Context: an optimization exercise on an open-source flow, tuned for small area. The choices shown serve that exercise and are no tape-out recipe.
No run shown here included a check of the RTL's function; only the layout flow was run.

==> flow/design.v, too long to show whole: its modules and the start of the top module <==
// module DSP: 715 lines
// module fa: 4 lines
// module ha: 4 lines
module DSP(A, B, C, D, clk, rst_n, P);
  // ...
==> flow/flow/run.sh <==
#!/bin/bash
# The standard layout (standard.sh, unchanged synthesis) with:
#  - each port buffered by the smallest buffer cell instead of a delay cell,
#  - clock tree built from clkbuf_8 cells in clusters of up to 18 sinks,
#    without dummy loads.
set -euo pipefail
export BUFFER_PORTS_ARGS="-buffer_cell sky130_fd_sc_hd__buf_1"
export CTS_ARGS="-sink_clustering_enable -repair_clock_nets -dont_use_dummy_load -buf_list sky130_fd_sc_hd__clkbuf_8 -sink_clustering_size 18 -sink_clustering_max_diameter 60"
bash standard.sh > standard.log 2>&1
==> flow/standard.sh <==
#!/bin/bash
# synth_recipe.tcl (not shown) runs the flow's synth.tcl, then flattens the netlist and writes it again
# the make line also repeats each setting of config.mk as NAME=value (left out here)
make -C /OpenROAD-flow-scripts/flow DESIGN_CONFIG=/design/flow/config.mk WORK_HOME=/design/flow/orfs CLKGATE_MAP_FILE= SYNTH_SCRIPT=/design/flow/synth_recipe.tcl "${@:-finish}"
==> flow/config.mk <==
export PLATFORM = sky130hd
export DESIGN_NAME = DSP
export DESIGN_NICKNAME = DSP
export VERILOG_FILES = /design/flow/design.v
export SDC_FILE = /design/flow/constraint.sdc
export NUM_CORES = 4
export LEC_CHECK = 0
export ABC_AREA = 1
export CAP_MARGIN = 20
export CORE_MARGIN = 2
export CORE_UTILIZATION = 40
export GPL_TIMING_DRIVEN = 0
export PLACE_DENSITY = 0.6
export SLEW_MARGIN = 20
export SYNTH_HIERARCHICAL = 1
export SYNTH_MINIMUM_KEEP_SIZE = 0
==> flow/constraint.sdc <==
create_clock -name core_clock -period 7.0 [get_ports {clk}]
set_input_delay 1.4000 -clock core_clock [delete_from_list [all_inputs] [get_ports {clk}]]
set_output_delay 1.4000 -clock core_clock [all_outputs]
set_load 0.01 [all_outputs]
==> impl_metrics.ini, run 1 <==
[status]
outcome = finished clean

[synth]
syn_nets = 1488
synth_commonest_cells = nand2_1 (207), fa_1 (192), o221ai_1 (162)
synthCells = 1124
yosysMostFrequentCell = nand2_1

[critical_path]
r2r-start = S2[3]
crit_path_end_kind = flop
path_depth = 33
r2r_slack_ps = 300
critPathBufInv = 2
crit_path_end = Q[42]

[routing]
avgViaCountPerCell = 5.37
routed-wl-met3_mm = 2.60

[layout]
multi_input_comb_area_um2 = 8100
inverters_excl_clock = 68
utilization_pct = 45.8
register_area_um2 = 4740
dominant-cell-class = multi-input gates
multi_input_area_share_pct = 54.1
num_antenna_cells = 0

[placed_design]
port_buffers = 151

[sta]
fin_skew_ps = 72.8
grt_setup_unrepaired = false
max_slew.worst_pin.slew_ps = 610
hold_ws_ps = 263

[floorplanning]
tapCellCount = 442
rows = 66
die_y_um = 187

[flow_run]
cap_viol_max_count = 0

[global_routing]
grt_overflow = 0
top_usage_layer = met2

[min_path]
hold_end = S1[17]

[clock_tree]
numCtsBuffers = 19
==> run 2, diff against run 1 <==
==> flow/design.v (replaced) <==
module DSP(A, B, C, D, clk, rst_n, P);
input  [17:0] A, B, D;
input  [47:0] C;
input clk, rst_n;
output reg [47:0] P;
reg [18:0] Sr, S1, S2;
reg [17:0] A0, A1;
reg [2:0] v;
reg [47:0] Q;
always @(posedge clk) begin
  Sr <= B + D;
  S1 <= Sr;
  S2 <= S1;
  A0 <= A;
  A1 <= A0;
end
always @(posedge clk or negedge rst_n)
  if (!rst_n) v <= 3'b000;
  else        v <= {v[1:0], 1'b1};
wire [17:0] Am = A1 & {18{v[2]}};
wire [18:0] pp [0:17];
genvar gi;
generate for (gi = 0; gi < 18; gi = gi + 1) begin : g_pp
  assign pp[gi] = S2 & {19{Am[gi]}};
end endgenerate
  wire s1, c2;
  assign s1 = pp[0][12] ^ pp[10][2];
  assign c2 = pp[0][12] & pp[10][2];
  wire s3, c4;
  assign s3 = pp[0][13] ^ pp[10][3] ^ pp[11][2];
  assign c4 = (pp[0][13] & pp[10][3]) | (pp[0][13] & pp[11][2]) | (pp[10][3] & pp[11][2]);
  wire s5, c6;
  assign s5 = pp[12][1] ^ pp[13][0];
  assign c6 = pp[12][1] & pp[13][0];
  wire s7, c8;
  assign s7 = pp[0][14] ^ pp[10][4] ^ pp[11][3];
  assign c8 = (pp[0][14] & pp[10][4]) | (pp[0][14] & pp[11][3]) | (pp[10][4] & pp[11][3]);
  wire s9, c10;
  assign s9 = pp[12][2] ^ pp[13][1] ^ pp[14][0];
  assign c10 = (pp[12][2] & pp[13][1]) | (pp[12][2] & pp[14][0]) | (pp[13][1] & pp[14][0]);
  wire s11, c12;
  assign s11 = pp[1][13] ^ pp[2][12];
  assign c12 = pp[1][13] & pp[2][12];
  wire s13, c14;
  assign s13 = pp[0][15] ^ pp[10][5] ^ pp[11][4];
  assign c14 = (pp[0][15] & pp[10][5]) | (pp[0][15] & pp[11][4]) | (pp[10][5] & pp[11][4]);
  wire s15, c16;
  assign s15 = pp[12][3] ^ pp[13][2] ^ pp[14][1];
  assign c16 = (pp[12][3] & pp[13][2]) | (pp[12][3] & pp[14][1]) | (pp[13][2] & pp[14][1]);
  wire s17, c18;
  assign s17 = pp[15][0] ^ pp[1][14] ^ pp[2][13];
  assign c18 = (pp[15][0] & pp[1][14]) | (pp[15][0] & pp[2][13]) | (pp[1][14] & pp[2][13]);
  wire s19, c20;
  assign s19 = pp[3][12] ^ pp[4][11];
  assign c20 = pp[3][12] & pp[4][11];
  wire s21, c22;
  assign s21 = pp[0][16] ^ pp[10][6] ^ pp[11][5];
  assign c22 = (pp[0][16] & pp[10][6]) | (pp[0][16] & pp[11][5]) | (pp[10][6] & pp[11][5]);
  wire s23, c24;
  assign s23 = pp[12][4] ^ pp[13][3] ^ pp[14][2];
  assign c24 = (pp[12][4] & pp[13][3]) | (pp[12][4] & pp[14][2]) | (pp[13][3] & pp[14][2]);
  wire s25, c26;
  assign s25 = pp[15][1] ^ pp[16][0] ^ pp[1][15];
  assign c26 = (pp[15][1] & pp[16][0]) | (pp[15][1] & pp[1][15]) | (pp[16][0] & pp[1][15]);
  wire s27, c28;
  assign s27 = pp[2][14] ^ pp[3][13] ^ pp[4][12];
  assign c28 = (pp[2][14] & pp[3][13]) | (pp[2][14] & pp[4][12]) | (pp[3][13] & pp[4][12]);
  wire s29, c30;
  assign s29 = pp[5][11] ^ pp[6][10];
  assign c30 = pp[5][11] & pp[6][10];
  wire s31, c32;
  assign s31 = pp[0][17] ^ pp[10][7] ^ pp[11][6];
  assign c32 = (pp[0][17] & pp[10][7]) | (pp[0][17] & pp[11][6]) | (pp[10][7] & pp[11][6]);
  wire s33, c34;
  assign s33 = pp[12][5] ^ pp[13][4] ^ pp[14][3];
  assign c34 = (pp[12][5] & pp[13][4]) | (pp[12][5] & pp[14][3]) | (pp[13][4] & pp[14][3]);
  wire s35, c36;
  assign s35 = pp[15][2] ^ pp[16][1] ^ pp[17][0];
  assign c36 = (pp[15][2] & pp[16][1]) | (pp[15][2] & pp[17][0]) | (pp[16][1] & pp[17][0]);
  wire s37, c38;
  assign s37 = pp[1][16] ^ pp[2][15] ^ pp[3][14];
  assign c38 = (pp[1][16] & pp[2][15]) | (pp[1][16] & pp[3][14]) | (pp[2][15] & pp[3][14]);
  wire s39, c40;
  assign s39 = pp[4][13] ^ pp[5][12] ^ pp[6][11];
  assign c40 = (pp[4][13] & pp[5][12]) | (pp[4][13] & pp[6][11]) | (pp[5][12] & pp[6][11]);
  wire s41, c42;
  assign s41 = pp[7][10] ^ pp[8][9];
  assign c42 = pp[7][10] & pp[8][9];
  wire s43, c44;
  assign s43 = pp[0][18] ^ pp[10][8] ^ pp[11][7];
  assign c44 = (pp[0][18] & pp[10][8]) | (pp[0][18] & pp[11][7]) | (pp[10][8] & pp[11][7]);
  wire s45, c46;
  assign s45 = pp[12][6] ^ pp[13][5] ^ pp[14][4];
  assign c46 = (pp[12][6] & pp[13][5]) | (pp[12][6] & pp[14][4]) | (pp[13][5] & pp[14][4]);
  wire s47, c48;
  assign s47 = pp[15][3] ^ pp[16][2] ^ pp[17][1];
  assign c48 = (pp[15][3] & pp[16][2]) | (pp[15][3] & pp[17][1]) | (pp[16][2] & pp[17][1]);
  wire s49, c50;
  assign s49 = pp[1][17] ^ pp[2][16] ^ pp[3][15];
  assign c50 = (pp[1][17] & pp[2][16]) | (pp[1][17] & pp[3][15]) | (pp[2][16] & pp[3][15]);
  wire s51, c52;
  assign s51 = pp[4][14] ^ pp[5][13] ^ pp[6][12];
  assign c52 = (pp[4][14] & pp[5][13]) | (pp[4][14] & pp[6][12]) | (pp[5][13] & pp[6][12]);
  wire s53, c54;
  assign s53 = pp[7][11] ^ pp[8][10] ^ pp[9][9];
  assign c54 = (pp[7][11] & pp[8][10]) | (pp[7][11] & pp[9][9]) | (pp[8][10] & pp[9][9]);
  wire s55, c56;
  assign s55 = pp[10][9] ^ pp[11][8] ^ pp[12][7];
  assign c56 = (pp[10][9] & pp[11][8]) | (pp[10][9] & pp[12][7]) | (pp[11][8] & pp[12][7]);
  wire s57, c58;
  assign s57 = pp[13][6] ^ pp[14][5] ^ pp[15][4];
  assign c58 = (pp[13][6] & pp[14][5]) | (pp[13][6] & pp[15][4]) | (pp[14][5] & pp[15][4]);
  wire s59, c60;
  assign s59 = pp[16][3] ^ pp[17][2] ^ pp[1][18];
  assign c60 = (pp[16][3] & pp[17][2]) | (pp[16][3] & pp[1][18]) | (pp[17][2] & pp[1][18]);
  wire s61, c62;
  assign s61 = pp[2][17] ^ pp[3][16] ^ pp[4][15];
  assign c62 = (pp[2][17] & pp[3][16]) | (pp[2][17] & pp[4][15]) | (pp[3][16] & pp[4][15]);
  wire s63, c64;
  assign s63 = pp[5][14] ^ pp[6][13] ^ pp[7][12];
  assign c64 = (pp[5][14] & pp[6][13]) | (pp[5][14] & pp[7][12]) | (pp[6][13] & pp[7][12]);
  wire s65, c66;
  assign s65 = pp[8][11] ^ pp[9][10];
  assign c66 = pp[8][11] & pp[9][10];
  wire s67, c68;
  assign s67 = pp[10][10] ^ pp[11][9] ^ pp[12][8];
  assign c68 = (pp[10][10] & pp[11][9]) | (pp[10][10] & pp[12][8]) | (pp[11][9] & pp[12][8]);
  wire s69, c70;
  assign s69 = pp[13][7] ^ pp[14][6] ^ pp[15][5];
  assign c70 = (pp[13][7] & pp[14][6]) | (pp[13][7] & pp[15][5]) | (pp[14][6] & pp[15][5]);
  wire s71, c72;
  assign s71 = pp[16][4] ^ pp[17][3] ^ pp[2][18];
  assign c72 = (pp[16][4] & pp[17][3]) | (pp[16][4] & pp[2][18]) | (pp[17][3] & pp[2][18]);
  wire s73, c74;
  assign s73 = pp[3][17] ^ pp[4][16] ^ pp[5][15];
  assign c74 = (pp[3][17] & pp[4][16]) | (pp[3][17] & pp[5][15]) | (pp[4][16] & pp[5][15]);
  wire s75, c76;
  assign s75 = pp[6][14] ^ pp[7][13] ^ pp[8][12];
  assign c76 = (pp[6][14] & pp[7][13]) | (pp[6][14] & pp[8][12]) | (pp[7][13] & pp[8][12]);
  wire s77, c78;
  assign s77 = pp[10][11] ^ pp[11][10] ^ pp[12][9];
  assign c78 = (pp[10][11] & pp[11][10]) | (pp[10][11] & pp[12][9]) | (pp[11][10] & pp[12][9]);
  wire s79, c80;
  assign s79 = pp[13][8] ^ pp[14][7] ^ pp[15][6];
  assign c80 = (pp[13][8] & pp[14][7]) | (pp[13][8] & pp[15][6]) | (pp[14][7] & pp[15][6]);
  wire s81, c82;
  assign s81 = pp[16][5] ^ pp[17][4] ^ pp[3][18];
  assign c82 = (pp[16][5] & pp[17][4]) | (pp[16][5] & pp[3][18]) | (pp[17][4] & pp[3][18]);
  wire s83, c84;
  assign s83 = pp[4][17] ^ pp[5][16] ^ pp[6][15];
  assign c84 = (pp[4][17] & pp[5][16]) | (pp[4][17] & pp[6][15]) | (pp[5][16] & pp[6][15]);
  wire s85, c86;
  assign s85 = pp[10][12] ^ pp[11][11] ^ pp[12][10];
  assign c86 = (pp[10][12] & pp[11][11]) | (pp[10][12] & pp[12][10]) | (pp[11][11] & pp[12][10]);
  wire s87, c88;
  assign s87 = pp[13][9] ^ pp[14][8] ^ pp[15][7];
  assign c88 = (pp[13][9] & pp[14][8]) | (pp[13][9] & pp[15][7]) | (pp[14][8] & pp[15][7]);
  wire s89, c90;
  assign s89 = pp[16][6] ^ pp[17][5] ^ pp[4][18];
  assign c90 = (pp[16][6] & pp[17][5]) | (pp[16][6] & pp[4][18]) | (pp[17][5] & pp[4][18]);
  wire s91, c92;
  assign s91 = pp[10][13] ^ pp[11][12] ^ pp[12][11];
  assign c92 = (pp[10][13] & pp[11][12]) | (pp[10][13] & pp[12][11]) | (pp[11][12] & pp[12][11]);
  wire s93, c94;
  assign s93 = pp[13][10] ^ pp[14][9] ^ pp[15][8];
  assign c94 = (pp[13][10] & pp[14][9]) | (pp[13][10] & pp[15][8]) | (pp[14][9] & pp[15][8]);
  wire s95, c96;
  assign s95 = pp[10][14] ^ pp[11][13] ^ pp[12][12];
  assign c96 = (pp[10][14] & pp[11][13]) | (pp[10][14] & pp[12][12]) | (pp[11][13] & pp[12][12]);
  wire s97, c98;
  assign s97 = pp[0][8] ^ pp[1][7];
  assign c98 = pp[0][8] & pp[1][7];
  wire s99, c100;
  assign s99 = pp[0][9] ^ pp[1][8] ^ pp[2][7];
  assign c100 = (pp[0][9] & pp[1][8]) | (pp[0][9] & pp[2][7]) | (pp[1][8] & pp[2][7]);
  wire s101, c102;
  assign s101 = pp[3][6] ^ pp[4][5];
  assign c102 = pp[3][6] & pp[4][5];
  wire s103, c104;
  assign s103 = pp[0][10] ^ pp[10][0] ^ pp[1][9];
  assign c104 = (pp[0][10] & pp[10][0]) | (pp[0][10] & pp[1][9]) | (pp[10][0] & pp[1][9]);
  wire s105, c106;
  assign s105 = pp[2][8] ^ pp[3][7] ^ pp[4][6];
  assign c106 = (pp[2][8] & pp[3][7]) | (pp[2][8] & pp[4][6]) | (pp[3][7] & pp[4][6]);
  wire s107, c108;
  assign s107 = pp[5][5] ^ pp[6][4];
  assign c108 = pp[5][5] & pp[6][4];
  wire s109, c110;
  assign s109 = pp[0][11] ^ pp[10][1] ^ pp[11][0];
  assign c110 = (pp[0][11] & pp[10][1]) | (pp[0][11] & pp[11][0]) | (pp[10][1] & pp[11][0]);
  wire s111, c112;
  assign s111 = pp[1][10] ^ pp[2][9] ^ pp[3][8];
  assign c112 = (pp[1][10] & pp[2][9]) | (pp[1][10] & pp[3][8]) | (pp[2][9] & pp[3][8]);
  wire s113, c114;
  assign s113 = pp[4][7] ^ pp[5][6] ^ pp[6][5];
  assign c114 = (pp[4][7] & pp[5][6]) | (pp[4][7] & pp[6][5]) | (pp[5][6] & pp[6][5]);
  wire s115, c116;
  assign s115 = pp[7][4] ^ pp[8][3];
  assign c116 = pp[7][4] & pp[8][3];
  wire s117, c118;
  assign s117 = pp[11][1] ^ pp[12][0] ^ pp[1][11];
  assign c118 = (pp[11][1] & pp[12][0]) | (pp[11][1] & pp[1][11]) | (pp[12][0] & pp[1][11]);
  wire s119, c120;
  assign s119 = pp[2][10] ^ pp[3][9] ^ pp[4][8];
  assign c120 = (pp[2][10] & pp[3][9]) | (pp[2][10] & pp[4][8]) | (pp[3][9] & pp[4][8]);
  wire s121, c122;
  assign s121 = pp[5][7] ^ pp[6][6] ^ pp[7][5];
  assign c122 = (pp[5][7] & pp[6][6]) | (pp[5][7] & pp[7][5]) | (pp[6][6] & pp[7][5]);
  wire s123, c124;
  assign s123 = pp[8][4] ^ pp[9][3] ^ s1;
  assign c124 = (pp[8][4] & pp[9][3]) | (pp[8][4] & s1) | (pp[9][3] & s1);
  wire s125, c126;
  assign s125 = pp[1][12] ^ pp[2][11] ^ pp[3][10];
  assign c126 = (pp[1][12] & pp[2][11]) | (pp[1][12] & pp[3][10]) | (pp[2][11] & pp[3][10]);
  wire s127, c128;
  assign s127 = pp[4][9] ^ pp[5][8] ^ pp[6][7];
  assign c128 = (pp[4][9] & pp[5][8]) | (pp[4][9] & pp[6][7]) | (pp[5][8] & pp[6][7]);
  wire s129, c130;
  assign s129 = pp[7][6] ^ pp[8][5] ^ pp[9][4];
  assign c130 = (pp[7][6] & pp[8][5]) | (pp[7][6] & pp[9][4]) | (pp[8][5] & pp[9][4]);
  wire s131, c132;
  assign s131 = c2 ^ s5 ^ s3;
  assign c132 = (c2 & s5) | (c2 & s3) | (s5 & s3);
  wire s133, c134;
  assign s133 = pp[3][11] ^ pp[4][10] ^ pp[5][9];
  assign c134 = (pp[3][11] & pp[4][10]) | (pp[3][11] & pp[5][9]) | (pp[4][10] & pp[5][9]);
  wire s135, c136;
  assign s135 = pp[6][8] ^ pp[7][7] ^ pp[8][6];
  assign c136 = (pp[6][8] & pp[7][7]) | (pp[6][8] & pp[8][6]) | (pp[7][7] & pp[8][6]);
  wire s137, c138;
  assign s137 = pp[9][5] ^ c6 ^ s11;
  assign c138 = (pp[9][5] & c6) | (pp[9][5] & s11) | (c6 & s11);
  wire s139, c140;
  assign s139 = c4 ^ s7 ^ s9;
  assign c140 = (c4 & s7) | (c4 & s9) | (s7 & s9);
  wire s141, c142;
  assign s141 = pp[5][10] ^ pp[6][9] ^ pp[7][8];
  assign c142 = (pp[5][10] & pp[6][9]) | (pp[5][10] & pp[7][8]) | (pp[6][9] & pp[7][8]);
  wire s143, c144;
  assign s143 = pp[8][7] ^ pp[9][6] ^ c12;
  assign c144 = (pp[8][7] & pp[9][6]) | (pp[8][7] & c12) | (pp[9][6] & c12);
  wire s145, c146;
  assign s145 = s19 ^ c10 ^ c8;
  assign c146 = (s19 & c10) | (s19 & c8) | (c10 & c8);
  wire s147, c148;
  assign s147 = s13 ^ s15 ^ s17;
  assign c148 = (s13 & s15) | (s13 & s17) | (s15 & s17);
  wire s149, c150;
  assign s149 = pp[7][9] ^ pp[8][8] ^ pp[9][7];
  assign c150 = (pp[7][9] & pp[8][8]) | (pp[7][9] & pp[9][7]) | (pp[8][8] & pp[9][7]);
  wire s151, c152;
  assign s151 = c20 ^ s29 ^ c14;
  assign c152 = (c20 & s29) | (c20 & c14) | (s29 & c14);
  wire s153, c154;
  assign s153 = c16 ^ c18 ^ s21;
  assign c154 = (c16 & c18) | (c16 & s21) | (c18 & s21);
  wire s155, c156;
  assign s155 = s23 ^ s25 ^ s27;
  assign c156 = (s23 & s25) | (s23 & s27) | (s25 & s27);
  wire s157, c158;
  assign s157 = pp[9][8] ^ c30 ^ s41;
  assign c158 = (pp[9][8] & c30) | (pp[9][8] & s41) | (c30 & s41);
  wire s159, c160;
  assign s159 = c22 ^ c24 ^ c26;
  assign c160 = (c22 & c24) | (c22 & c26) | (c24 & c26);
  wire s161, c162;
  assign s161 = c28 ^ s31 ^ s33;
  assign c162 = (c28 & s31) | (c28 & s33) | (s31 & s33);
  wire s163, c164;
  assign s163 = s35 ^ s37 ^ s39;
  assign c164 = (s35 & s37) | (s35 & s39) | (s37 & s39);
  wire s165, c166;
  assign s165 = c42 ^ c32 ^ c34;
  assign c166 = (c42 & c32) | (c42 & c34) | (c32 & c34);
  wire s167, c168;
  assign s167 = c36 ^ c38 ^ c40;
  assign c168 = (c36 & c38) | (c36 & c40) | (c38 & c40);
  wire s169, c170;
  assign s169 = s43 ^ s45 ^ s47;
  assign c170 = (s43 & s45) | (s43 & s47) | (s45 & s47);
  wire s171, c172;
  assign s171 = s49 ^ s51 ^ s53;
  assign c172 = (s49 & s51) | (s49 & s53) | (s51 & s53);
  wire s173, c174;
  assign s173 = s65 ^ c44 ^ c46;
  assign c174 = (s65 & c44) | (s65 & c46) | (c44 & c46);
  wire s175, c176;
  assign s175 = c48 ^ c50 ^ c52;
  assign c176 = (c48 & c50) | (c48 & c52) | (c50 & c52);
  wire s177, c178;
  assign s177 = c54 ^ s55 ^ s57;
  assign c178 = (c54 & s55) | (c54 & s57) | (s55 & s57);
  wire s179, c180;
  assign s179 = s59 ^ s61 ^ s63;
  assign c180 = (s59 & s61) | (s59 & s63) | (s61 & s63);
  wire s181, c182;
  assign s181 = pp[9][11] ^ c66 ^ c56;
  assign c182 = (pp[9][11] & c66) | (pp[9][11] & c56) | (c66 & c56);
  wire s183, c184;
  assign s183 = c58 ^ c60 ^ c62;
  assign c184 = (c58 & c60) | (c58 & c62) | (c60 & c62);
  wire s185, c186;
  assign s185 = c64 ^ s67 ^ s69;
  assign c186 = (c64 & s67) | (c64 & s69) | (s67 & s69);
  wire s187, c188;
  assign s187 = s71 ^ s73 ^ s75;
  assign c188 = (s71 & s73) | (s71 & s75) | (s73 & s75);
  wire s189, c190;
  assign s189 = pp[7][14] ^ pp[8][13] ^ pp[9][12];
  assign c190 = (pp[7][14] & pp[8][13]) | (pp[7][14] & pp[9][12]) | (pp[8][13] & pp[9][12]);
  wire s191, c192;
  assign s191 = c68 ^ c70 ^ c72;
  assign c192 = (c68 & c70) | (c68 & c72) | (c70 & c72);
  wire s193, c194;
  assign s193 = c74 ^ c76 ^ s77;
  assign c194 = (c74 & c76) | (c74 & s77) | (c76 & s77);
  wire s195, c196;
  assign s195 = s79 ^ s81 ^ s83;
  assign c196 = (s79 & s81) | (s79 & s83) | (s81 & s83);
  wire s197, c198;
  assign s197 = pp[5][17] ^ pp[6][16] ^ pp[7][15];
  assign c198 = (pp[5][17] & pp[6][16]) | (pp[5][17] & pp[7][15]) | (pp[6][16] & pp[7][15]);
  wire s199, c200;
  assign s199 = pp[8][14] ^ pp[9][13] ^ c78;
  assign c200 = (pp[8][14] & pp[9][13]) | (pp[8][14] & c78) | (pp[9][13] & c78);
  wire s201, c202;
  assign s201 = c80 ^ c82 ^ c84;
  assign c202 = (c80 & c82) | (c80 & c84) | (c82 & c84);
  wire s203, c204;
  assign s203 = s85 ^ s87 ^ s89;
  assign c204 = (s85 & s87) | (s85 & s89) | (s87 & s89);
  wire s205, c206;
  assign s205 = pp[16][7] ^ pp[17][6] ^ pp[5][18];
  assign c206 = (pp[16][7] & pp[17][6]) | (pp[16][7] & pp[5][18]) | (pp[17][6] & pp[5][18]);
  wire s207, c208;
  assign s207 = pp[6][17] ^ pp[7][16] ^ pp[8][15];
  assign c208 = (pp[6][17] & pp[7][16]) | (pp[6][17] & pp[8][15]) | (pp[7][16] & pp[8][15]);
  wire s209, c210;
  assign s209 = pp[9][14] ^ c86 ^ c88;
  assign c210 = (pp[9][14] & c86) | (pp[9][14] & c88) | (c86 & c88);
  wire s211, c212;
  assign s211 = c90 ^ s91 ^ s93;
  assign c212 = (c90 & s91) | (c90 & s93) | (s91 & s93);
  wire s213, c214;
  assign s213 = pp[13][11] ^ pp[14][10] ^ pp[15][9];
  assign c214 = (pp[13][11] & pp[14][10]) | (pp[13][11] & pp[15][9]) | (pp[14][10] & pp[15][9]);
  wire s215, c216;
  assign s215 = pp[16][8] ^ pp[17][7] ^ pp[6][18];
  assign c216 = (pp[16][8] & pp[17][7]) | (pp[16][8] & pp[6][18]) | (pp[17][7] & pp[6][18]);
  wire s217, c218;
  assign s217 = pp[7][17] ^ pp[8][16] ^ pp[9][15];
  assign c218 = (pp[7][17] & pp[8][16]) | (pp[7][17] & pp[9][15]) | (pp[8][16] & pp[9][15]);
  wire s219, c220;
  assign s219 = c92 ^ c94 ^ s95;
  assign c220 = (c92 & c94) | (c92 & s95) | (c94 & s95);
  wire s221, c222;
  assign s221 = pp[10][15] ^ pp[11][14] ^ pp[12][13];
  assign c222 = (pp[10][15] & pp[11][14]) | (pp[10][15] & pp[12][13]) | (pp[11][14] & pp[12][13]);
  wire s223, c224;
  assign s223 = pp[13][12] ^ pp[14][11] ^ pp[15][10];
  assign c224 = (pp[13][12] & pp[14][11]) | (pp[13][12] & pp[15][10]) | (pp[14][11] & pp[15][10]);
  wire s225, c226;
  assign s225 = pp[16][9] ^ pp[17][8] ^ pp[7][18];
  assign c226 = (pp[16][9] & pp[17][8]) | (pp[16][9] & pp[7][18]) | (pp[17][8] & pp[7][18]);
  wire s227, c228;
  assign s227 = pp[8][17] ^ pp[9][16] ^ c96;
  assign c228 = (pp[8][17] & pp[9][16]) | (pp[8][17] & c96) | (pp[9][16] & c96);
  wire s229, c230;
  assign s229 = pp[10][16] ^ pp[11][15] ^ pp[12][14];
  assign c230 = (pp[10][16] & pp[11][15]) | (pp[10][16] & pp[12][14]) | (pp[11][15] & pp[12][14]);
  wire s231, c232;
  assign s231 = pp[13][13] ^ pp[14][12] ^ pp[15][11];
  assign c232 = (pp[13][13] & pp[14][12]) | (pp[13][13] & pp[15][11]) | (pp[14][12] & pp[15][11]);
  wire s233, c234;
  assign s233 = pp[16][10] ^ pp[17][9] ^ pp[8][18];
  assign c234 = (pp[16][10] & pp[17][9]) | (pp[16][10] & pp[8][18]) | (pp[17][9] & pp[8][18]);
  wire s235, c236;
  assign s235 = pp[10][17] ^ pp[11][16] ^ pp[12][15];
  assign c236 = (pp[10][17] & pp[11][16]) | (pp[10][17] & pp[12][15]) | (pp[11][16] & pp[12][15]);
  wire s237, c238;
  assign s237 = pp[13][14] ^ pp[14][13] ^ pp[15][12];
  assign c238 = (pp[13][14] & pp[14][13]) | (pp[13][14] & pp[15][12]) | (pp[14][13] & pp[15][12]);
  wire s239, c240;
  assign s239 = pp[10][18] ^ pp[11][17] ^ pp[12][16];
  assign c240 = (pp[10][18] & pp[11][17]) | (pp[10][18] & pp[12][16]) | (pp[11][17] & pp[12][16]);
  wire s241, c242;
  assign s241 = pp[0][5] ^ pp[1][4];
  assign c242 = pp[0][5] & pp[1][4];
  wire s243, c244;
  assign s243 = pp[0][6] ^ pp[1][5] ^ pp[2][4];
  assign c244 = (pp[0][6] & pp[1][5]) | (pp[0][6] & pp[2][4]) | (pp[1][5] & pp[2][4]);
  wire s245, c246;
  assign s245 = pp[3][3] ^ pp[4][2];
  assign c246 = pp[3][3] & pp[4][2];
  wire s247, c248;
  assign s247 = pp[0][7] ^ pp[1][6] ^ pp[2][5];
  assign c248 = (pp[0][7] & pp[1][6]) | (pp[0][7] & pp[2][5]) | (pp[1][6] & pp[2][5]);
  wire s249, c250;
  assign s249 = pp[3][4] ^ pp[4][3] ^ pp[5][2];
  assign c250 = (pp[3][4] & pp[4][3]) | (pp[3][4] & pp[5][2]) | (pp[4][3] & pp[5][2]);
  wire s251, c252;
  assign s251 = pp[6][1] ^ pp[7][0];
  assign c252 = pp[6][1] & pp[7][0];
  wire s253, c254;
  assign s253 = pp[2][6] ^ pp[3][5] ^ pp[4][4];
  assign c254 = (pp[2][6] & pp[3][5]) | (pp[2][6] & pp[4][4]) | (pp[3][5] & pp[4][4]);
  wire s255, c256;
  assign s255 = pp[5][3] ^ pp[6][2] ^ pp[7][1];
  assign c256 = (pp[5][3] & pp[6][2]) | (pp[5][3] & pp[7][1]) | (pp[6][2] & pp[7][1]);
  wire s257, c258;
  assign s257 = pp[8][0] ^ s97 ^ C[8];
  assign c258 = (pp[8][0] & s97) | (pp[8][0] & C[8]) | (s97 & C[8]);
  wire s259, c260;
  assign s259 = pp[5][4] ^ pp[6][3] ^ pp[7][2];
  assign c260 = (pp[5][4] & pp[6][3]) | (pp[5][4] & pp[7][2]) | (pp[6][3] & pp[7][2]);
  wire s261, c262;
  assign s261 = pp[8][1] ^ pp[9][0] ^ c98;
  assign c262 = (pp[8][1] & pp[9][0]) | (pp[8][1] & c98) | (pp[9][0] & c98);
  wire s263, c264;
  assign s263 = s101 ^ s99 ^ C[9];
  assign c264 = (s101 & s99) | (s101 & C[9]) | (s99 & C[9]);
  wire s265, c266;
  assign s265 = pp[7][3] ^ pp[8][2] ^ pp[9][1];
  assign c266 = (pp[7][3] & pp[8][2]) | (pp[7][3] & pp[9][1]) | (pp[8][2] & pp[9][1]);
  wire s267, c268;
  assign s267 = c102 ^ s107 ^ c100;
  assign c268 = (c102 & s107) | (c102 & c100) | (s107 & c100);
  wire s269, c270;
  assign s269 = s103 ^ s105 ^ C[10];
  assign c270 = (s103 & s105) | (s103 & C[10]) | (s105 & C[10]);
  wire s271, c272;
  assign s271 = pp[9][2] ^ c108 ^ s115;
  assign c272 = (pp[9][2] & c108) | (pp[9][2] & s115) | (c108 & s115);
  wire s273, c274;
  assign s273 = c104 ^ c106 ^ s109;
  assign c274 = (c104 & c106) | (c104 & s109) | (c106 & s109);
  wire s275, c276;
  assign s275 = s111 ^ s113 ^ C[11];
  assign c276 = (s111 & s113) | (s111 & C[11]) | (s113 & C[11]);
  wire s277, c278;
  assign s277 = c116 ^ c110 ^ c112;
  assign c278 = (c116 & c110) | (c116 & c112) | (c110 & c112);
  wire s279, c280;
  assign s279 = c114 ^ s117 ^ s119;
  assign c280 = (c114 & s117) | (c114 & s119) | (s117 & s119);
  wire s281, c282;
  assign s281 = s121 ^ s123 ^ C[12];
  assign c282 = (s121 & s123) | (s121 & C[12]) | (s123 & C[12]);
  wire s283, c284;
  assign s283 = c118 ^ c120 ^ c122;
  assign c284 = (c118 & c120) | (c118 & c122) | (c120 & c122);
  wire s285, c286;
  assign s285 = s125 ^ s127 ^ s129;
  assign c286 = (s125 & s127) | (s125 & s129) | (s127 & s129);
  wire s287, c288;
  assign s287 = c124 ^ s131 ^ C[13];
  assign c288 = (c124 & s131) | (c124 & C[13]) | (s131 & C[13]);
  wire s289, c290;
  assign s289 = c126 ^ c128 ^ c130;
  assign c290 = (c126 & c128) | (c126 & c130) | (c128 & c130);
  wire s291, c292;
  assign s291 = s133 ^ s135 ^ s137;
  assign c292 = (s133 & s135) | (s133 & s137) | (s135 & s137);
  wire s293, c294;
  assign s293 = c132 ^ s139 ^ C[14];
  assign c294 = (c132 & s139) | (c132 & C[14]) | (s139 & C[14]);
  wire s295, c296;
  assign s295 = c134 ^ c136 ^ s141;
  assign c296 = (c134 & c136) | (c134 & s141) | (c136 & s141);
  wire s297, c298;
  assign s297 = c138 ^ s143 ^ c140;
  assign c298 = (c138 & s143) | (c138 & c140) | (s143 & c140);
  wire s299, c300;
  assign s299 = s145 ^ s147 ^ C[15];
  assign c300 = (s145 & s147) | (s145 & C[15]) | (s147 & C[15]);
  wire s301, c302;
  assign s301 = c142 ^ s149 ^ c144;
  assign c302 = (c142 & s149) | (c142 & c144) | (s149 & c144);
  wire s303, c304;
  assign s303 = c146 ^ c148 ^ s151;
  assign c304 = (c146 & c148) | (c146 & s151) | (c148 & s151);
  wire s305, c306;
  assign s305 = s153 ^ s155 ^ C[16];
  assign c306 = (s153 & s155) | (s153 & C[16]) | (s155 & C[16]);
  wire s307, c308;
  assign s307 = c150 ^ s157 ^ c152;
  assign c308 = (c150 & s157) | (c150 & c152) | (s157 & c152);
  wire s309, c310;
  assign s309 = c154 ^ c156 ^ s159;
  assign c310 = (c154 & c156) | (c154 & s159) | (c156 & s159);
  wire s311, c312;
  assign s311 = s161 ^ s163 ^ C[17];
  assign c312 = (s161 & s163) | (s161 & C[17]) | (s163 & C[17]);
  wire s313, c314;
  assign s313 = c158 ^ c160 ^ c162;
  assign c314 = (c158 & c160) | (c158 & c162) | (c160 & c162);
  wire s315, c316;
  assign s315 = c164 ^ s165 ^ s167;
  assign c316 = (c164 & s165) | (c164 & s167) | (s165 & s167);
  wire s317, c318;
  assign s317 = s169 ^ s171 ^ C[18];
  assign c318 = (s169 & s171) | (s169 & C[18]) | (s171 & C[18]);
  wire s319, c320;
  assign s319 = c166 ^ c168 ^ c170;
  assign c320 = (c166 & c168) | (c166 & c170) | (c168 & c170);
  wire s321, c322;
  assign s321 = c172 ^ s173 ^ s175;
  assign c322 = (c172 & s173) | (c172 & s175) | (s173 & s175);
  wire s323, c324;
  assign s323 = s177 ^ s179 ^ C[19];
  assign c324 = (s177 & s179) | (s177 & C[19]) | (s179 & C[19]);
  wire s325, c326;
  assign s325 = c174 ^ c176 ^ c178;
  assign c326 = (c174 & c176) | (c174 & c178) | (c176 & c178);
  wire s327, c328;
  assign s327 = c180 ^ s181 ^ s183;
  assign c328 = (c180 & s181) | (c180 & s183) | (s181 & s183);
  wire s329, c330;
  assign s329 = s185 ^ s187 ^ C[20];
  assign c330 = (s185 & s187) | (s185 & C[20]) | (s187 & C[20]);
  wire s331, c332;
  assign s331 = s189 ^ c182 ^ c184;
  assign c332 = (s189 & c182) | (s189 & c184) | (c182 & c184);
  wire s333, c334;
  assign s333 = c186 ^ c188 ^ s191;
  assign c334 = (c186 & c188) | (c186 & s191) | (c188 & s191);
  wire s335, c336;
  assign s335 = s193 ^ s195 ^ C[21];
  assign c336 = (s193 & s195) | (s193 & C[21]) | (s195 & C[21]);
  wire s337, c338;
  assign s337 = c190 ^ s197 ^ c192;
  assign c338 = (c190 & s197) | (c190 & c192) | (s197 & c192);
  wire s339, c340;
  assign s339 = c194 ^ c196 ^ s199;
  assign c340 = (c194 & c196) | (c194 & s199) | (c196 & s199);
  wire s341, c342;
  assign s341 = s201 ^ s203 ^ C[22];
  assign c342 = (s201 & s203) | (s201 & C[22]) | (s203 & C[22]);
  wire s343, c344;
  assign s343 = c198 ^ s205 ^ s207;
  assign c344 = (c198 & s205) | (c198 & s207) | (s205 & s207);
  wire s345, c346;
  assign s345 = c200 ^ c202 ^ c204;
  assign c346 = (c200 & c202) | (c200 & c204) | (c202 & c204);
  wire s347, c348;
  assign s347 = s209 ^ s211 ^ C[23];
  assign c348 = (s209 & s211) | (s209 & C[23]) | (s211 & C[23]);
  wire s349, c350;
  assign s349 = c206 ^ c208 ^ s213;
  assign c350 = (c206 & c208) | (c206 & s213) | (c208 & s213);
  wire s351, c352;
  assign s351 = s215 ^ s217 ^ c210;
  assign c352 = (s215 & s217) | (s215 & c210) | (s217 & c210);
  wire s353, c354;
  assign s353 = c212 ^ s219 ^ C[24];
  assign c354 = (c212 & s219) | (c212 & C[24]) | (s219 & C[24]);
  wire s355, c356;
  assign s355 = c214 ^ c216 ^ c218;
  assign c356 = (c214 & c216) | (c214 & c218) | (c216 & c218);
  wire s357, c358;
  assign s357 = s221 ^ s223 ^ s225;
  assign c358 = (s221 & s223) | (s221 & s225) | (s223 & s225);
  wire s359, c360;
  assign s359 = c220 ^ s227 ^ C[25];
  assign c360 = (c220 & s227) | (c220 & C[25]) | (s227 & C[25]);
  wire s361, c362;
  assign s361 = pp[9][17] ^ c222 ^ c224;
  assign c362 = (pp[9][17] & c222) | (pp[9][17] & c224) | (c222 & c224);
  wire s363, c364;
  assign s363 = c226 ^ s229 ^ s231;
  assign c364 = (c226 & s229) | (c226 & s231) | (s229 & s231);
  wire s365, c366;
  assign s365 = s233 ^ c228 ^ C[26];
  assign c366 = (s233 & c228) | (s233 & C[26]) | (c228 & C[26]);
  wire s367, c368;
  assign s367 = pp[16][11] ^ pp[17][10] ^ pp[9][18];
  assign c368 = (pp[16][11] & pp[17][10]) | (pp[16][11] & pp[9][18]) | (pp[17][10] & pp[9][18]);
  wire s369, c370;
  assign s369 = c230 ^ c232 ^ c234;
  assign c370 = (c230 & c232) | (c230 & c234) | (c232 & c234);
  wire s371, c372;
  assign s371 = s235 ^ s237 ^ C[27];
  assign c372 = (s235 & s237) | (s235 & C[27]) | (s237 & C[27]);
  wire s373, c374;
  assign s373 = pp[13][15] ^ pp[14][14] ^ pp[15][13];
  assign c374 = (pp[13][15] & pp[14][14]) | (pp[13][15] & pp[15][13]) | (pp[14][14] & pp[15][13]);
  wire s375, c376;
  assign s375 = pp[16][12] ^ pp[17][11] ^ c236;
  assign c376 = (pp[16][12] & pp[17][11]) | (pp[16][12] & c236) | (pp[17][11] & c236);
  wire s377, c378;
  assign s377 = c238 ^ s239 ^ C[28];
  assign c378 = (c238 & s239) | (c238 & C[28]) | (s239 & C[28]);
  wire s379, c380;
  assign s379 = pp[11][18] ^ pp[12][17] ^ pp[13][16];
  assign c380 = (pp[11][18] & pp[12][17]) | (pp[11][18] & pp[13][16]) | (pp[12][17] & pp[13][16]);
  wire s381, c382;
  assign s381 = pp[14][15] ^ pp[15][14] ^ pp[16][13];
  assign c382 = (pp[14][15] & pp[15][14]) | (pp[14][15] & pp[16][13]) | (pp[15][14] & pp[16][13]);
  wire s383, c384;
  assign s383 = pp[17][12] ^ c240 ^ C[29];
  assign c384 = (pp[17][12] & c240) | (pp[17][12] & C[29]) | (c240 & C[29]);
  wire s385, c386;
  assign s385 = pp[12][18] ^ pp[13][17] ^ pp[14][16];
  assign c386 = (pp[12][18] & pp[13][17]) | (pp[12][18] & pp[14][16]) | (pp[13][17] & pp[14][16]);
  wire s387, c388;
  assign s387 = pp[15][15] ^ pp[16][14] ^ pp[17][13];
  assign c388 = (pp[15][15] & pp[16][14]) | (pp[15][15] & pp[17][13]) | (pp[16][14] & pp[17][13]);
  wire s389, c390;
  assign s389 = pp[13][18] ^ pp[14][17] ^ pp[15][16];
  assign c390 = (pp[13][18] & pp[14][17]) | (pp[13][18] & pp[15][16]) | (pp[14][17] & pp[15][16]);
  wire s391, c392;
  assign s391 = pp[0][3] ^ pp[1][2];
  assign c392 = pp[0][3] & pp[1][2];
  wire s393, c394;
  assign s393 = pp[0][4] ^ pp[1][3] ^ pp[2][2];
  assign c394 = (pp[0][4] & pp[1][3]) | (pp[0][4] & pp[2][2]) | (pp[1][3] & pp[2][2]);
  wire s395, c396;
  assign s395 = pp[3][1] ^ pp[4][0];
  assign c396 = pp[3][1] & pp[4][0];
  wire s397, c398;
  assign s397 = pp[2][3] ^ pp[3][2] ^ pp[4][1];
  assign c398 = (pp[2][3] & pp[3][2]) | (pp[2][3] & pp[4][1]) | (pp[3][2] & pp[4][1]);
  wire s399, c400;
  assign s399 = pp[5][0] ^ s241 ^ C[5];
  assign c400 = (pp[5][0] & s241) | (pp[5][0] & C[5]) | (s241 & C[5]);
  wire s401, c402;
  assign s401 = pp[5][1] ^ pp[6][0] ^ c242;
  assign c402 = (pp[5][1] & pp[6][0]) | (pp[5][1] & c242) | (pp[6][0] & c242);
  wire s403, c404;
  assign s403 = s245 ^ s243 ^ C[6];
  assign c404 = (s245 & s243) | (s245 & C[6]) | (s243 & C[6]);
  wire s405, c406;
  assign s405 = c246 ^ s251 ^ c244;
  assign c406 = (c246 & s251) | (c246 & c244) | (s251 & c244);
  wire s407, c408;
  assign s407 = s247 ^ s249 ^ C[7];
  assign c408 = (s247 & s249) | (s247 & C[7]) | (s249 & C[7]);
  wire s409, c410;
  assign s409 = c252 ^ c248 ^ c250;
  assign c410 = (c252 & c248) | (c252 & c250) | (c248 & c250);
  wire s411, c412;
  assign s411 = s253 ^ s255 ^ s257;
  assign c412 = (s253 & s255) | (s253 & s257) | (s255 & s257);
  wire s413, c414;
  assign s413 = c254 ^ c256 ^ s259;
  assign c414 = (c254 & c256) | (c254 & s259) | (c256 & s259);
  wire s415, c416;
  assign s415 = s261 ^ c258 ^ s263;
  assign c416 = (s261 & c258) | (s261 & s263) | (c258 & s263);
  wire s417, c418;
  assign s417 = c260 ^ s265 ^ c262;
  assign c418 = (c260 & s265) | (c260 & c262) | (s265 & c262);
  wire s419, c420;
  assign s419 = s267 ^ c264 ^ s269;
  assign c420 = (s267 & c264) | (s267 & s269) | (c264 & s269);
  wire s421, c422;
  assign s421 = c266 ^ s271 ^ c268;
  assign c422 = (c266 & s271) | (c266 & c268) | (s271 & c268);
  wire s423, c424;
  assign s423 = s273 ^ c270 ^ s275;
  assign c424 = (s273 & c270) | (s273 & s275) | (c270 & s275);
  wire s425, c426;
  assign s425 = c272 ^ c274 ^ s277;
  assign c426 = (c272 & c274) | (c272 & s277) | (c274 & s277);
  wire s427, c428;
  assign s427 = s279 ^ c276 ^ s281;
  assign c428 = (s279 & c276) | (s279 & s281) | (c276 & s281);
  wire s429, c430;
  assign s429 = c278 ^ c280 ^ s283;
  assign c430 = (c278 & c280) | (c278 & s283) | (c280 & s283);
  wire s431, c432;
  assign s431 = s285 ^ c282 ^ s287;
  assign c432 = (s285 & c282) | (s285 & s287) | (c282 & s287);
  wire s433, c434;
  assign s433 = c284 ^ c286 ^ s289;
  assign c434 = (c284 & c286) | (c284 & s289) | (c286 & s289);
  wire s435, c436;
  assign s435 = s291 ^ c288 ^ s293;
  assign c436 = (s291 & c288) | (s291 & s293) | (c288 & s293);
  wire s437, c438;
  assign s437 = c290 ^ s295 ^ c292;
  assign c438 = (c290 & s295) | (c290 & c292) | (s295 & c292);
  wire s439, c440;
  assign s439 = s297 ^ c294 ^ s299;
  assign c440 = (s297 & c294) | (s297 & s299) | (c294 & s299);
  wire s441, c442;
  assign s441 = c296 ^ s301 ^ c298;
  assign c442 = (c296 & s301) | (c296 & c298) | (s301 & c298);
  wire s443, c444;
  assign s443 = s303 ^ c300 ^ s305;
  assign c444 = (s303 & c300) | (s303 & s305) | (c300 & s305);
  wire s445, c446;
  assign s445 = c302 ^ c304 ^ s307;
  assign c446 = (c302 & c304) | (c302 & s307) | (c304 & s307);
  wire s447, c448;
  assign s447 = s309 ^ c306 ^ s311;
  assign c448 = (s309 & c306) | (s309 & s311) | (c306 & s311);
  wire s449, c450;
  assign s449 = c308 ^ c310 ^ s313;
  assign c450 = (c308 & c310) | (c308 & s313) | (c310 & s313);
  wire s451, c452;
  assign s451 = s315 ^ c312 ^ s317;
  assign c452 = (s315 & c312) | (s315 & s317) | (c312 & s317);
  wire s453, c454;
  assign s453 = c314 ^ c316 ^ s319;
  assign c454 = (c314 & c316) | (c314 & s319) | (c316 & s319);
  wire s455, c456;
  assign s455 = s321 ^ c318 ^ s323;
  assign c456 = (s321 & c318) | (s321 & s323) | (c318 & s323);
  wire s457, c458;
  assign s457 = c320 ^ c322 ^ s325;
  assign c458 = (c320 & c322) | (c320 & s325) | (c322 & s325);
  wire s459, c460;
  assign s459 = s327 ^ c324 ^ s329;
  assign c460 = (s327 & c324) | (s327 & s329) | (c324 & s329);
  wire s461, c462;
  assign s461 = c326 ^ c328 ^ s331;
  assign c462 = (c326 & c328) | (c326 & s331) | (c328 & s331);
  wire s463, c464;
  assign s463 = s333 ^ c330 ^ s335;
  assign c464 = (s333 & c330) | (s333 & s335) | (c330 & s335);
  wire s465, c466;
  assign s465 = c332 ^ c334 ^ s337;
  assign c466 = (c332 & c334) | (c332 & s337) | (c334 & s337);
  wire s467, c468;
  assign s467 = s339 ^ c336 ^ s341;
  assign c468 = (s339 & c336) | (s339 & s341) | (c336 & s341);
  wire s469, c470;
  assign s469 = s343 ^ c338 ^ c340;
  assign c470 = (s343 & c338) | (s343 & c340) | (c338 & c340);
  wire s471, c472;
  assign s471 = s345 ^ c342 ^ s347;
  assign c472 = (s345 & c342) | (s345 & s347) | (c342 & s347);
  wire s473, c474;
  assign s473 = c344 ^ s349 ^ c346;
  assign c474 = (c344 & s349) | (c344 & c346) | (s349 & c346);
  wire s475, c476;
  assign s475 = s351 ^ c348 ^ s353;
  assign c476 = (s351 & c348) | (s351 & s353) | (c348 & s353);
  wire s477, c478;
  assign s477 = c350 ^ s355 ^ s357;
  assign c478 = (c350 & s355) | (c350 & s357) | (s355 & s357);
  wire s479, c480;
  assign s479 = c352 ^ c354 ^ s359;
  assign c480 = (c352 & c354) | (c352 & s359) | (c354 & s359);
  wire s481, c482;
  assign s481 = c356 ^ c358 ^ s361;
  assign c482 = (c356 & c358) | (c356 & s361) | (c358 & s361);
  wire s483, c484;
  assign s483 = s363 ^ c360 ^ s365;
  assign c484 = (s363 & c360) | (s363 & s365) | (c360 & s365);
  wire s485, c486;
  assign s485 = s367 ^ c362 ^ c364;
  assign c486 = (s367 & c362) | (s367 & c364) | (c362 & c364);
  wire s487, c488;
  assign s487 = s369 ^ c366 ^ s371;
  assign c488 = (s369 & c366) | (s369 & s371) | (c366 & s371);
  wire s489, c490;
  assign s489 = c368 ^ s373 ^ c370;
  assign c490 = (c368 & s373) | (c368 & c370) | (s373 & c370);
  wire s491, c492;
  assign s491 = s375 ^ c372 ^ s377;
  assign c492 = (s375 & c372) | (s375 & s377) | (c372 & s377);
  wire s493, c494;
  assign s493 = c374 ^ s379 ^ s381;
  assign c494 = (c374 & s379) | (c374 & s381) | (s379 & s381);
  wire s495, c496;
  assign s495 = c376 ^ c378 ^ s383;
  assign c496 = (c376 & c378) | (c376 & s383) | (c378 & s383);
  wire s497, c498;
  assign s497 = c380 ^ c382 ^ s385;
  assign c498 = (c380 & c382) | (c380 & s385) | (c382 & s385);
  wire s499, c500;
  assign s499 = s387 ^ C[30] ^ c384;
  assign c500 = (s387 & C[30]) | (s387 & c384) | (C[30] & c384);
  wire s501, c502;
  assign s501 = pp[16][15] ^ pp[17][14] ^ c386;
  assign c502 = (pp[16][15] & pp[17][14]) | (pp[16][15] & c386) | (pp[17][14] & c386);
  wire s503, c504;
  assign s503 = c388 ^ s389 ^ C[31];
  assign c504 = (c388 & s389) | (c388 & C[31]) | (s389 & C[31]);
  wire s505, c506;
  assign s505 = pp[14][18] ^ pp[15][17] ^ pp[16][16];
  assign c506 = (pp[14][18] & pp[15][17]) | (pp[14][18] & pp[16][16]) | (pp[15][17] & pp[16][16]);
  wire s507, c508;
  assign s507 = pp[17][15] ^ c390 ^ C[32];
  assign c508 = (pp[17][15] & c390) | (pp[17][15] & C[32]) | (c390 & C[32]);
  wire s509, c510;
  assign s509 = pp[15][18] ^ pp[16][17] ^ pp[17][16];
  assign c510 = (pp[15][18] & pp[16][17]) | (pp[15][18] & pp[17][16]) | (pp[16][17] & pp[17][16]);
  wire s511, c512;
  assign s511 = pp[0][2] ^ pp[1][1];
  assign c512 = pp[0][2] & pp[1][1];
  wire s513, c514;
  assign s513 = pp[2][1] ^ pp[3][0] ^ s391;
  assign c514 = (pp[2][1] & pp[3][0]) | (pp[2][1] & s391) | (pp[3][0] & s391);
  wire s515, c516;
  assign s515 = c392 ^ s395 ^ s393;
  assign c516 = (c392 & s395) | (c392 & s393) | (s395 & s393);
  wire s517, c518;
  assign s517 = c396 ^ c394 ^ s397;
  assign c518 = (c396 & c394) | (c396 & s397) | (c394 & s397);
  wire s519, c520;
  assign s519 = c398 ^ s401 ^ c400;
  assign c520 = (c398 & s401) | (c398 & c400) | (s401 & c400);
  wire s521, c522;
  assign s521 = c402 ^ s405 ^ c404;
  assign c522 = (c402 & s405) | (c402 & c404) | (s405 & c404);
  wire s523, c524;
  assign s523 = c406 ^ s409 ^ c408;
  assign c524 = (c406 & s409) | (c406 & c408) | (s409 & c408);
  wire s525, c526;
  assign s525 = c410 ^ s413 ^ c412;
  assign c526 = (c410 & s413) | (c410 & c412) | (s413 & c412);
  wire s527, c528;
  assign s527 = c414 ^ s417 ^ c416;
  assign c528 = (c414 & s417) | (c414 & c416) | (s417 & c416);
  wire s529, c530;
  assign s529 = c418 ^ s421 ^ c420;
  assign c530 = (c418 & s421) | (c418 & c420) | (s421 & c420);
  wire s531, c532;
  assign s531 = c422 ^ s425 ^ c424;
  assign c532 = (c422 & s425) | (c422 & c424) | (s425 & c424);
  wire s533, c534;
  assign s533 = c426 ^ s429 ^ c428;
  assign c534 = (c426 & s429) | (c426 & c428) | (s429 & c428);
  wire s535, c536;
  assign s535 = c430 ^ s433 ^ c432;
  assign c536 = (c430 & s433) | (c430 & c432) | (s433 & c432);
  wire s537, c538;
  assign s537 = c434 ^ s437 ^ c436;
  assign c538 = (c434 & s437) | (c434 & c436) | (s437 & c436);
  wire s539, c540;
  assign s539 = c438 ^ s441 ^ c440;
  assign c540 = (c438 & s441) | (c438 & c440) | (s441 & c440);
  wire s541, c542;
  assign s541 = c442 ^ s445 ^ c444;
  assign c542 = (c442 & s445) | (c442 & c444) | (s445 & c444);
  wire s543, c544;
  assign s543 = c446 ^ s449 ^ c448;
  assign c544 = (c446 & s449) | (c446 & c448) | (s449 & c448);
  wire s545, c546;
  assign s545 = c450 ^ s453 ^ c452;
  assign c546 = (c450 & s453) | (c450 & c452) | (s453 & c452);
  wire s547, c548;
  assign s547 = c454 ^ s457 ^ c456;
  assign c548 = (c454 & s457) | (c454 & c456) | (s457 & c456);
  wire s549, c550;
  assign s549 = s461 ^ c458 ^ c460;
  assign c550 = (s461 & c458) | (s461 & c460) | (c458 & c460);
  wire s551, c552;
  assign s551 = c462 ^ s465 ^ c464;
  assign c552 = (c462 & s465) | (c462 & c464) | (s465 & c464);
  wire s553, c554;
  assign s553 = c466 ^ s469 ^ c468;
  assign c554 = (c466 & s469) | (c466 & c468) | (s469 & c468);
  wire s555, c556;
  assign s555 = c470 ^ s473 ^ c472;
  assign c556 = (c470 & s473) | (c470 & c472) | (s473 & c472);
  wire s557, c558;
  assign s557 = s477 ^ c474 ^ c476;
  assign c558 = (s477 & c474) | (s477 & c476) | (c474 & c476);
  wire s559, c560;
  assign s559 = c478 ^ s481 ^ c480;
  assign c560 = (c478 & s481) | (c478 & c480) | (s481 & c480);
  wire s561, c562;
  assign s561 = c482 ^ s485 ^ c484;
  assign c562 = (c482 & s485) | (c482 & c484) | (s485 & c484);
  wire s563, c564;
  assign s563 = c486 ^ s489 ^ c488;
  assign c564 = (c486 & s489) | (c486 & c488) | (s489 & c488);
  wire s565, c566;
  assign s565 = s493 ^ c490 ^ c492;
  assign c566 = (s493 & c490) | (s493 & c492) | (c490 & c492);
  wire s567, c568;
  assign s567 = c494 ^ s497 ^ s499;
  assign c568 = (c494 & s497) | (c494 & s499) | (s497 & s499);
  wire s569, c570;
  assign s569 = c498 ^ s501 ^ s503;
  assign c570 = (c498 & s501) | (c498 & s503) | (s501 & s503);
  wire s571, c572;
  assign s571 = s505 ^ c502 ^ c504;
  assign c572 = (s505 & c502) | (s505 & c504) | (c502 & c504);
  wire s573, c574;
  assign s573 = c506 ^ s509 ^ C[33];
  assign c574 = (c506 & s509) | (c506 & C[33]) | (s509 & C[33]);
  wire s575, c576;
  assign s575 = pp[16][18] ^ pp[17][17] ^ c510;
  assign c576 = (pp[16][18] & pp[17][17]) | (pp[16][18] & c510) | (pp[17][17] & c510);
  wire s577, c578;
  assign s577 = pp[0][1] ^ pp[1][0];
  assign c578 = pp[0][1] & pp[1][0];
  wire s579, c580;
  assign s579 = pp[2][0] ^ s511 ^ C[2];
  assign c580 = (pp[2][0] & s511) | (pp[2][0] & C[2]) | (s511 & C[2]);
  wire s581, c582;
  assign s581 = c512 ^ s513 ^ C[3];
  assign c582 = (c512 & s513) | (c512 & C[3]) | (s513 & C[3]);
  wire s583, c584;
  assign s583 = c514 ^ s515 ^ C[4];
  assign c584 = (c514 & s515) | (c514 & C[4]) | (s515 & C[4]);
  wire s585, c586;
  assign s585 = c516 ^ s517 ^ s399;
  assign c586 = (c516 & s517) | (c516 & s399) | (s517 & s399);
  wire s587, c588;
  assign s587 = c518 ^ s403 ^ s519;
  assign c588 = (c518 & s403) | (c518 & s519) | (s403 & s519);
  wire s589, c590;
  assign s589 = s407 ^ c520 ^ s521;
  assign c590 = (s407 & c520) | (s407 & s521) | (c520 & s521);
  wire s591, c592;
  assign s591 = c522 ^ s523 ^ s411;
  assign c592 = (c522 & s523) | (c522 & s411) | (s523 & s411);
  wire s593, c594;
  assign s593 = c524 ^ s415 ^ s525;
  assign c594 = (c524 & s415) | (c524 & s525) | (s415 & s525);
  wire s595, c596;
  assign s595 = s419 ^ c526 ^ s527;
  assign c596 = (s419 & c526) | (s419 & s527) | (c526 & s527);
  wire s597, c598;
  assign s597 = s423 ^ c528 ^ s529;
  assign c598 = (s423 & c528) | (s423 & s529) | (c528 & s529);
  wire s599, c600;
  assign s599 = s427 ^ c530 ^ s531;
  assign c600 = (s427 & c530) | (s427 & s531) | (c530 & s531);
  wire s601, c602;
  assign s601 = s431 ^ c532 ^ s533;
  assign c602 = (s431 & c532) | (s431 & s533) | (c532 & s533);
  wire s603, c604;
  assign s603 = s435 ^ c534 ^ s535;
  assign c604 = (s435 & c534) | (s435 & s535) | (c534 & s535);
  wire s605, c606;
  assign s605 = s439 ^ c536 ^ s537;
  assign c606 = (s439 & c536) | (s439 & s537) | (c536 & s537);
  wire s607, c608;
  assign s607 = s443 ^ c538 ^ s539;
  assign c608 = (s443 & c538) | (s443 & s539) | (c538 & s539);
  wire s609, c610;
  assign s609 = s447 ^ c540 ^ s541;
  assign c610 = (s447 & c540) | (s447 & s541) | (c540 & s541);
  wire s611, c612;
  assign s611 = s451 ^ c542 ^ s543;
  assign c612 = (s451 & c542) | (s451 & s543) | (c542 & s543);
  wire s613, c614;
  assign s613 = s455 ^ c544 ^ s545;
  assign c614 = (s455 & c544) | (s455 & s545) | (c544 & s545);
  wire s615, c616;
  assign s615 = s459 ^ c546 ^ s547;
  assign c616 = (s459 & c546) | (s459 & s547) | (c546 & s547);
  wire s617, c618;
  assign s617 = s463 ^ c548 ^ s549;
  assign c618 = (s463 & c548) | (s463 & s549) | (c548 & s549);
  wire s619, c620;
  assign s619 = s467 ^ c550 ^ s551;
  assign c620 = (s467 & c550) | (s467 & s551) | (c550 & s551);
  wire s621, c622;
  assign s621 = s471 ^ c552 ^ s553;
  assign c622 = (s471 & c552) | (s471 & s553) | (c552 & s553);
  wire s623, c624;
  assign s623 = s475 ^ c554 ^ s555;
  assign c624 = (s475 & c554) | (s475 & s555) | (c554 & s555);
  wire s625, c626;
  assign s625 = s479 ^ c556 ^ s557;
  assign c626 = (s479 & c556) | (s479 & s557) | (c556 & s557);
  wire s627, c628;
  assign s627 = s483 ^ c558 ^ s559;
  assign c628 = (s483 & c558) | (s483 & s559) | (c558 & s559);
  wire s629, c630;
  assign s629 = s487 ^ c560 ^ s561;
  assign c630 = (s487 & c560) | (s487 & s561) | (c560 & s561);
  wire s631, c632;
  assign s631 = s491 ^ c562 ^ s563;
  assign c632 = (s491 & c562) | (s491 & s563) | (c562 & s563);
  wire s633, c634;
  assign s633 = s495 ^ c564 ^ s565;
  assign c634 = (s495 & c564) | (s495 & s565) | (c564 & s565);
  wire s635, c636;
  assign s635 = c496 ^ c566 ^ s567;
  assign c636 = (c496 & c566) | (c496 & s567) | (c566 & s567);
  wire s637, c638;
  assign s637 = c500 ^ s569 ^ c568;
  assign c638 = (c500 & s569) | (c500 & c568) | (s569 & c568);
  wire s639, c640;
  assign s639 = s507 ^ s571 ^ c570;
  assign c640 = (s507 & s571) | (s507 & c570) | (s571 & c570);
  wire s641, c642;
  assign s641 = c508 ^ s573 ^ c572;
  assign c642 = (c508 & s573) | (c508 & c572) | (s573 & c572);
  wire s643, c644;
  assign s643 = s575 ^ C[34] ^ c574;
  assign c644 = (s575 & C[34]) | (s575 & c574) | (C[34] & c574);
  wire s645, c646;
  assign s645 = pp[17][18] ^ c576 ^ C[35];
  assign c646 = (pp[17][18] & c576) | (pp[17][18] & C[35]) | (c576 & C[35]);
  wire [47:0] X = {C[47], C[46], C[45], C[44], C[43], C[42], C[41], C[40], C[39], C[38], C[37], C[36], s645, s643, c640, s639, c636, c634, c632, c630, c628, c626, c624, c622, c620, c618, c616, c614, c612, c610, c608, c606, c604, c602, c600, c598, c596, c594, c592, c590, c588, c586, c584, c582, c580, c578, s577, pp[0][0]};
  wire [47:0] Y = {1'b0, 1'b0, 1'b0, 1'b0, 1'b0, 1'b0, 1'b0, 1'b0, 1'b0, 1'b0, 1'b0, c646, c644, c642, s641, c638, s637, s635, s633, s631, s629, s627, s625, s623, s621, s619, s617, s615, s613, s611, s609, s607, s605, s603, s601, s599, s597, s595, s593, s591, s589, s587, s585, s583, s581, s579, C[1], C[0]};
  wire [47:0] SUM = X + Y;
always @(posedge clk or negedge rst_n)
  if (!rst_n) begin
    Q <= 48'd0;
    P <= 48'd0;
  end else begin
    Q <= SUM;
    P <= Q;
  end
endmodule
==> flow/run.sh (new file) <==
#!/bin/bash
# synth_recipe.tcl (not shown) runs the flow's synth.tcl, then flattens the netlist and writes it again
# the make line also repeats each setting of config.mk as NAME=value (left out here)
make -C /OpenROAD-flow-scripts/flow DESIGN_CONFIG=/design/flow/config.mk WORK_HOME=/design/flow/orfs CLKGATE_MAP_FILE= SYNTH_SCRIPT=/design/flow/synth_recipe.tcl finish
==> flow/config.mk (replaced) <==
export PLATFORM = sky130hd
export DESIGN_NAME = DSP
export DESIGN_NICKNAME = DSP
export VERILOG_FILES = /design/flow/design.v
export SDC_FILE = /design/flow/constraint.sdc
export NUM_CORES = 4
export LEC_CHECK = 0
export ABC_AREA = 1
export CAP_MARGIN = 20
export CORE_MARGIN = 2
export CORE_UTILIZATION = 40
export PLACE_DENSITY = 0.6
export SLEW_MARGIN = 20
removed: flow/flow/run.sh
removed: flow/standard.sh
==> impl_metrics.ini, run 2 <==
[sta]
clock.fmax_mhz = 160
finalSetupViolCount = 0
max_slew.worst_pin.slew_ps = 917
finalWorstSetupSlack_ps = 731
slew_headroom_pct = 38.9
fin_crit_sh_pct = 89.6
fin_skew_ps = 21.9
tns_ps = 0
grt_setup_unrepaired = false
slew_viol_final = 0
min_period_ps = 6270
final_hold_viol_count = 0

[critical_path]
crit_path_end_kind = flop
r2r-start = v[2]
reg2reg_depth = 22
cp-start-kind = flop
path_cells = nand2_1, inv_1, nand2_1, fa_1, inv_1, fa_1, inv_1, fa_1, fa_1, inv_1, fa_1, fa_1, ha_1, nand2_2, nor2_2, inv_2, nor2_4, nand3b_1, nand3_2, nand2_1, nand3_1, nand2_1
path_depth = 22
cp_slowest_stage_delay_ps = 720
crit_family = adder cells
critPathBufInv = 5
critPathKind = flop to flop
r2r_end = Q[36]
cp_slowest_cell = dfrtp_1
path_max_fanout = 18
path_common_cell = fa_1
worstPathArrival_ps = 6630
r2r_slack_ps = 730
worstPathRequired_ps = 7360

[layout]
final_cell_mix = inv_1 (539), nand2_1 (517), nor2_1 (305)
reg_top3 = P x48, Q x48
layout_commonest_cell = inv_1
num_antenna_cells = 0
final_cells = 3012
area_growth_pct = 16.2
nNetsFinal = 2883
drive_gt1_share_pct = 5.85

[routing]
firstDrtPassIters = 4
detail-route-antenna-nets = 0
wl_mm = 53.2
wire_per_inst_um = 17.7
first_iter_violations = 995
avgViaCountPerCell = 4.71
route.detailed.drc = 0
vias = 14200

[flow_run]
cap_viol_max_count = 0

[synth]
seq_area_frac_synth_pct = 23.7
synth_commonest_cells = inv_1 (539), nand2_1 (517), nor2_1 (305)
synthCells = 2236
yosysMostFrequentCell = inv_1
synth.distinct_cells = 37
synth_top_cell_area_share_pct = 33.3
ys_seq_elements = 192
synth_area_um2 = 18300
synth-edff-count = 0
ys_top_cells_by_area = fa_1 (33%), dfrtp_1 (14%), inv_1 (11%)
syn_area_per_cell_um2 = 8.18
post-synth-top-area-cell = fa_1
ys_warn_count = 1
syn_nets = 2720
ys.flop_type = dfrtp_1
async_reset_ff_share_pct = 51.6

[placed_design]
dp_hpwl_mm = 44.3
dp.cells = 2980
port_buffers = 151
gp_congestion = 0.930
post-place-ws_ps = 736

[clock_tree]
cts-resized-gates = 0
cts_tree = built
cts_hold_buf = 0
htreeDepth = 4
numCtsBuffers = 17
cts.path.max_buffers = 2
cts.sinks = 192
clk_pin_slew_ps = 80
clkLatencyLatePin_ps = 480
cts_root_buf = clkbuf_16
post_cts_buffers = 0

[global_routing]
grt_usage_pct = 23.7
antenna_found_initial = 0
grt_max_degree = 76
grt_pass1_wl_mm = 83.6
grt_overflow = 0
grt_pass1_vias = 15200

[min_path]
hold_start = S1[13]
hold_end = S2[13]
whs_path_depth = 0
min_path_type = flop to flop

[floorplanning]
start_util_pct = 40.4
core_um2 = 45300
die-width_um = 218
rows = 78
die_area_um2 = 47500
die_y_um = 218
io_pins = 152

[status]
outcome = finished clean
run 2: cell count changes after synthesis, sizes merged, moves of 29 or more:
cell,previous run,this run
a21oi,11,40
buf,49,7
clkinv,40,3
fa,192,304
inv,28,555
nand2,219,535
nand3,18,66
nor2,58,334
o221ai,162,0
run 2: cells by family (layout without fill, tap and decap cells):
kind of cell,count (synthesis),in the layout,share of synthesized area (%)
xor gates and xnor gates,39,39,1.87
and+or+nand+nor,960,960,21.6
other,1,1,0.0205
buffers and inverters,597,773,12.3
AOI/OAI and AO/OA,67,67,2.07
adders and majority gates,380,380,38.5
DFF,192,192,23.7
run 2: worst max-delay path by stage:
stage | start | to | slack, ps
6_report | v[2] | Q[36] | 730
5_1_grt | v[2] | Q[38] | 430
4_1_cts | v[2] | Q[36] | 720
3_5_place_dp | v[2] | Q[36] | 740
3_3_place_gp | v[2] | Q[36] | 740
2_1_floorplan | v[2] | Q[36] | 1570
run 2: area by class of cell:
class / count / area [µm²]
fillers: 4486 / 24000
multi-input cells: 1447 / 11700
flip-flops and latches: 192 / 4340
inverters: 558 / 2090
repair buffers: 183 / 1750
well taps: 600 / 751
clock buffers: 21 / 493
clock inverters: 11 / 131
run 2: routing by layer:
layer | routed length, µm | up-vias | global-route usage, %
met3 | 3330 | 99 | 3.86
met4 | 1990 | 0 | 9.66
li1 | - | 6732 | -
met2 | 25700 | 494 | 40.6
met5 | 0 | - | 0
met1 | 22200 | 6873 | 29.6
run 2: per-stage QoR:
step | util [%] | hold slack, ps | cell area [µm²]
6_report | 47.0 | 313 | 21300
5_1_grt | 47.0 | 329 | 21300
4_1_cts | 47.0 | 317 | 21300
3_5_place_dp | 45.6 | 312 | 20600
3_3_place_gp | 45.6 | 310 | 20600
2_1_floorplan | - | 310 | 18300

==> static timing again, ports no longer ideal <==
The flow's constraints put no driver on any port. The routed layouts listed below were extracted and timed again, unchanged, in two steps.
Step 1: set_driving_cell puts a clkbuf_16 on clk and a buf_2 on each other input, an assumption about the parent block.
Step 2 adds t to the input delays and takes it off the output delays; t is the mean of the earliest and latest rising clock arrival at the registers after step 1. Input paths then give back, and output paths get back, about the clock's delay inside the block.
Slacks: ideal / step 1 / step 2; pairs: ideal / step 1.
| run | t (ns) | setup WS [ns] | worst setup path after step 2 |
|---|---|---|---|
| run 1 | 0.596 | 0.266 / 0.294 / -0.301 | input to register |
| run 2 | 0.521 | 0.731 / 0.731 / 0.731 | register to register |
Met with ideal ports but missed after step 2: setup timing in run 1. The setup slack of run 1, which loses most, moves by +0.028 ns with the drivers and by -0.567 ns with both steps.
